Context: an optimization exercise on an open-source flow, tuned for small area, a short achievable clock period and few clock cycles. The choices shown serve that exercise and are no tape-out recipe.
RTL that was checked went through simulation tests only; none was proved equivalent to the original.

try-lagoon:
==> flow/design.v (excerpt) <==
module mod_mult_m_23 (
  input  wire        clk,
  input  wire        rst,
  input  wire        in_valid,
  input  wire [22:0] input_data0,
  input  wire [22:0] input_data1,
  output wire        out_valid,
  output reg  [22:0] output_data
);
  reg [22:0] a_r;
  reg [4:0] valid_pipe;
  reg be2;
  reg be3;
  reg be4;
  wire p5;
  wire p6;
  wire p8;
  wire p10;
  wire p12;
  wire p14;
  wire p16;
  wire p18;
  wire p20;
  wire p22;
  wire p24;
  wire p26;
  wire p28;
  wire p30;
  wire p32;
  wire p34;
  wire p36;
  wire p38;
  wire p40;
  wire p42;
  wire p44;
  wire p46;
  wire p48;
  wire p50;
  reg be53;
  reg be54;
  reg be55;
  wire p56;
  wire p57;
  wire p59;
  wire p61;
  wire p63;
  wire p65;
  wire p67;
  wire p69;
  wire p71;
  wire p73;
  wire p75;
  wire p77;
  wire p79;
  wire p81;
  wire p83;
  wire p85;
  wire p87;
  wire p89;
  wire p91;
  wire p93;
  wire p95;
  wire p97;
  wire p99;
  wire p101;
  reg be104;
  reg be105;
  reg be106;
  wire p107;
  wire p108;
  wire p110;
  wire p112;
  wire p114;
  wire p116;
  wire p118;
  wire p120;
  wire p122;
  wire p124;
  wire p126;
  wire p128;
  wire p130;
  wire p132;
  wire p134;
  wire p136;
  wire p138;
  wire p140;
  wire p142;
  wire p144;
  wire p146;
  wire p148;
  wire p150;
  wire p152;
  reg be155;
  reg be156;
  reg be157;
  wire p158;
  wire p159;
  wire p161;
  wire p163;
  wire p165;
  wire p167;
  wire p169;
  wire p171;
  wire p173;
  wire p175;
  wire p177;
  wire p179;
  wire p181;
  wire p183;
  wire p185;
  wire p187;
  wire p189;
  wire p191;
  wire p193;
  wire p195;
  wire p197;
  wire p199;
  wire p201;
  wire p203;
  reg be206;
  reg be207;
  reg be208;
  wire p209;
  wire p210;
  wire p212;
  wire p214;
  wire p216;
  wire p218;
  wire p220;
  wire p222;
  wire p224;
  wire p226;
  wire p228;
  wire p230;
  wire p232;
  wire p234;
  wire p236;
  wire p238;
  wire p240;
  wire p242;
  wire p244;
  wire p246;
  wire p248;
  wire p250;
  wire p252;
  wire p254;
  reg be257;
  ...
Settings: LEC_CHECK=0, CAP_MARGIN=20, CORE_MARGIN=2, CORE_UTILIZATION=55, SETUP_SLACK_MARGIN=4.2, SLEW_MARGIN=20, SYNTH_HIERARCHICAL=1; clock period 7.5 ns.
run.sh (not shown) runs the stock make flow with config.mk's settings and CLKGATE_MAP_FILE= SYNTH_SCRIPT=/design/flow/synth_recipe.tcl, a recipe that flattens the netlist after the stock synthesis.
The following lists how try-pepper was set up differently from try-lagoon:
Settings: changing CORE_UTILIZATION from 55 to 40.
Results
[try-pepper vs try-lagoon] met3 track utilization from global routing: lower in try-pepper
try-pepper contains fewer vias than try-lagoon.
Area growth from synthesis to layout for try-pepper: 0.90 points up relative to try-lagoon
Summary: with try-lagoon as the reference, global-route wire length before repair in try-pepper moved down by a few percent.
Diff try-pepper and try-lagoon: number of stages on the worst setup path higher in try-pepper
Of the two values seen for launching instance or port of the critical path, a_r[12]$_DFF_P_ was produced by try-lagoon and a_r[11]$_DFF_P_ by try-pepper.
Note that the count of placed standard cells including taps recorded for try-lagoon amounts to 0.928 times the value seen in try-pepper.
The following lists how try-cedar was set up differently from try-pepper:
Settings: swapping 4.2 for 3.8 in SETUP_SLACK_MARGIN; swapping 40 for 50 in CORE_UTILIZATION.
==> flow/flow/run.sh (new file) <==
#!/bin/bash
# Own flow: the standard layout, with its scripts kept for inspection.
cp standard.sh standard.sh.txt 2>/dev/null
cp config.mk config.mk.txt 2>/dev/null
bash standard.sh > standard.log 2>&1
==> flow/standard.sh (new file) <==
#!/bin/bash
# synth_recipe.tcl (not shown) runs the flow's synth.tcl, then flattens the netlist and writes it again
# the make line also repeats each setting of config.mk as NAME=value (left out here)
make -C /OpenROAD-flow-scripts/flow DESIGN_CONFIG=/design/flow/config.mk WORK_HOME=/design/flow/orfs CLKGATE_MAP_FILE= SYNTH_SCRIPT=/design/flow/synth_recipe.tcl "${@:-finish}"
removed: flow/run.sh
## What came out
Looking at the reports, try-cedar completed the entire flow and the layout it produced met the timing, DRC and antenna checks. In try-cedar, the required time reported for the critical path endpoint came out 0.09 ns above the value in try-pepper. try-cedar vs. try-pepper: sequential share of layout area rose 1.1 points. A origin of the worst setup path of a_r[11]$_DFF_P_ is what try-pepper shows, while be208$_DFF_P_ belongs to try-cedar.
What try-nickel does differently from try-cedar at the input level:
Settings: SETUP_SLACK_MARGIN now 4.6, was 3.8.
==> flow/run.sh (new file) <==
#!/bin/bash
# synth_recipe.tcl (not shown) runs the flow's synth.tcl, then flattens the netlist and writes it again
# the make line also repeats each setting of config.mk as NAME=value (left out here)
make -C /OpenROAD-flow-scripts/flow DESIGN_CONFIG=/design/flow/config.mk WORK_HOME=/design/flow/orfs CLKGATE_MAP_FILE= SYNTH_SCRIPT=/design/flow/synth_recipe.tcl finish
removed: flow/flow/run.sh
removed: flow/standard.sh
Results
try-nickel finished every stage and its layout cleared the timing, DRC and antenna checks.
The core of try-nickel is more densely filled than that of try-cedar.
Delta (try-nickel minus try-cedar): buffer share of cell area shows an increase of 5.8 points, quantity of gates resized following cts shows an increase of 260%.
Compared try-nickel vs try-cedar, and global-route usage is up in try-nickel.
When try-nickel is measured against try-cedar, its share of the clock period used by the worst path after layout turns out 0.76 points lower.
For the pin slew with the least headroom to its limit, try-nickel came in 0.54 ns lower than try-cedar did.
Looking at register-to-register slack, try-nickel sits 0.06 ns above try-cedar.
try-nickel vs try-cedar: final-layout fill cell count down by a little under 10%
Function was not checked in any run of this note: the RTL went through the layout flow alone.

---

mod_mult_m_23, a different RTL version from the one above (not shown whole).
For scale: roughly 2000 cells after synthesis, ~21000 µm² of cells after synthesis.
Design mod_mult_m_23, start of the top module:
module mod_mult_m_23 (
  input  wire        clk,
  input  wire        rst,
  input  wire        in_valid,
  input  wire [22:0] input_data0,
  input  wire [22:0] input_data1,
  output wire        out_valid,
  output reg  [22:0] output_data
);
make LEC_CHECK=0 CAP_MARGIN=20 CORE_MARGIN=2 CORE_UTILIZATION=40 SETUP_SLACK_MARGIN=4 SLEW_MARGIN=20 SYNTH_HIERARCHICAL=1 finish   # period 7.5 ns
Stock flow here: none of the scripts above is used.
Then changed:
SETUP_SLACK_MARGIN = not set   (was 4)
The changed run passed the timing, DRC and antenna checks.
Clock-buffer cell count went down by 1.
Synthesized area is unchanged.
Critical path depth is unchanged.
No run of this note included a check of the RTL's function; only the layout flow was run.

---

## job 8177
mod_mult_m_23, a different RTL version from the one above (not shown whole).
For scale: roughly 1800 cells after synthesis, roughly 73 I/O pins, ~0.021 mm2 of cells after synthesis.
export LEC_CHECK = 0
export CAP_MARGIN = 20
export CORE_MARGIN = 2
export CORE_UTILIZATION = 50
export SETUP_SLACK_MARGIN = 4.6
export SLEW_MARGIN = 20
export SYNTH_HIERARCHICAL = 1
create_clock -name core_clock -period 7.5 [get_ports {clk}]
standard.sh (not shown) runs the stock make flow with config.mk's settings and CLKGATE_MAP_FILE= SYNTH_SCRIPT=/design/flow/synth_recipe.tcl, a recipe that flattens the netlist after the stock synthesis.
==> flow/flow/run.sh <==
#!/bin/bash
# Own flow: the standard synthesis, then every combinational cell set to its
# smallest drive strength (timing repair upsizes where the margin needs it), then
# the standard layout with port buffers of the smallest buffer cell.
set -euo pipefail
bash standard.sh synth > synth.log 2>&1
R=orfs/results/sky130hd/mod_mult_m_23/base
cp $R/1_2_yosys.v 1_2_yosys.orig.v
python3 flow/downsize.py $R/1_2_yosys.v $FLOW_HOME/platforms/sky130hd/lib/sky130_fd_sc_hd__tt_025C_1v80.lib > downsize.log 2>&1
rm -f $R/1_synth.odb $R/1_synth.sdc
bash standard.sh "BUFFER_PORTS_ARGS=-buffer_cell sky130_fd_sc_hd__buf_1" finish > layout.log 2>&1
==> flow/flow/downsize.py <==
#!/usr/bin/env python3
"""Set every combinational cell of the synthesized netlist to its smallest drive
strength (same function and pins); timing repair later upsizes where needed.
Flip-flops and other sequential cells are left as synthesis made them.
usage: downsize.py NETLIST LIBERTY"""
import re, sys
net, lib = sys.argv[1], sys.argv[2]
lt = open(lib).read()
cells = set(re.findall(r'cell\s*\(\s*"?(sky130_fd_sc_hd__\w+?)"?\s*\)', lt))
seq = set(m for m in cells if re.search(r'__(df|dl|sdf|edf|sdl|lpflow|clk|probe|conb|tap|fill|decap|diode)', m))
txt = open(net).read()
count = {}
def repl(m):
    base, drv = m.group(1), m.group(2)
    full = base + '_' + drv
    if full in seq or base + '_1' in seq:
        return m.group(0)
    for small in ('0', '1'):
        cand = base + '_' + small
        if cand in cells and cand != full and int(small) < int(drv):
            count[full + '->' + cand] = count.get(full + '->' + cand, 0) + 1
            return cand + m.group(3)
    return m.group(0)
txt2 = re.sub(r'\b(sky130_fd_sc_hd__[a-z0-9]+?)_(\d+)(\s+[\\\w])', repl, txt)
open(net, 'w').write(txt2)
for k, v in sorted(count.items()):
    print(v, k)
Testbench counts of job 8177, summed over its fixed seeds: cycles 24,040.
The inputs of job 8565 differ from those of job 8177 as listed below.
Settings: swapping 4.6 for 4.4 in SETUP_SLACK_MARGIN.
## What came out
- | multi-input combinational area share | job 8565 vs job 8177 | 3.2 points higher |
- Job 8177 ended up with met4 as its topmost layer with routed signal wires; job 8565 ended up with met5.
- Across both runs, routing usage on met3 was lower for job 8565 than for job 8177.
- Job 8565 vs job 8177, launching element of the worst setup path: y1915 vs y1914
- Between job 8177 and job 8565, final critical path time including I/O delays and setup decreased.
The inputs of job 4025 differ from those of job 8565 as listed below.
Settings: SETUP_SLACK_MARGIN changed from 4.4 to 4.2.
Findings:
Going from job 8565 to job 4025, post-CTS setup repair buffer count shrinks by 8.
Via-per-instance ratio, job 8565 and job 4025, higher one = job 8565.

-- what the ideal ports hide --
How much do the figures lean on ideal ports? The routed layouts below were timed once more, with nothing changed but the port constraints.
Step 1 (the two cells are an assumption about what drives the block):
set clk [get_ports {clk}]
set_driving_cell -lib_cell sky130_fd_sc_hd__clkbuf_16 $clk
set_driving_cell -lib_cell sky130_fd_sc_hd__buf_2 [delete_from_list [all_inputs] $clk]
Step 2 also shifts input and output timing later by t, the mid clock arrival at the registers, as if the neighbouring blocks saw the same clock.
a / b / c = ideal ports / drivers / drivers and shift; a / b = the first two.
run	shift t [ns]	slack for setup (ns)	worst slew at a driven data input, ns	pins driven straight from the clock port
try-lagoon	0.650	3.916 / 3.916 / 3.916	0.06	1
try-pepper	0.607	3.968 / 3.968 / 3.968	0.05	1
try-cedar	0.661	3.848 / 3.848 / 3.848	0.06	1
try-nickel	0.661	3.905 / 3.905 / 3.905	0.05	1
the first run of note 2	0.553	1.648 / 1.648 / 1.648	0.04	1
the second run of note 2	0.539	0.560 / 0.560 / 0.560	0.06	1
job 8177	0.601	4.360 / 4.360 / 4.360	0.05	1
job 8565	0.657	4.370 / 4.370 / 4.370	0.05	1
job 4025	0.597	4.293 / 4.293 / 4.293	0.04	1
After both steps setup and hold are still met in every run listed.
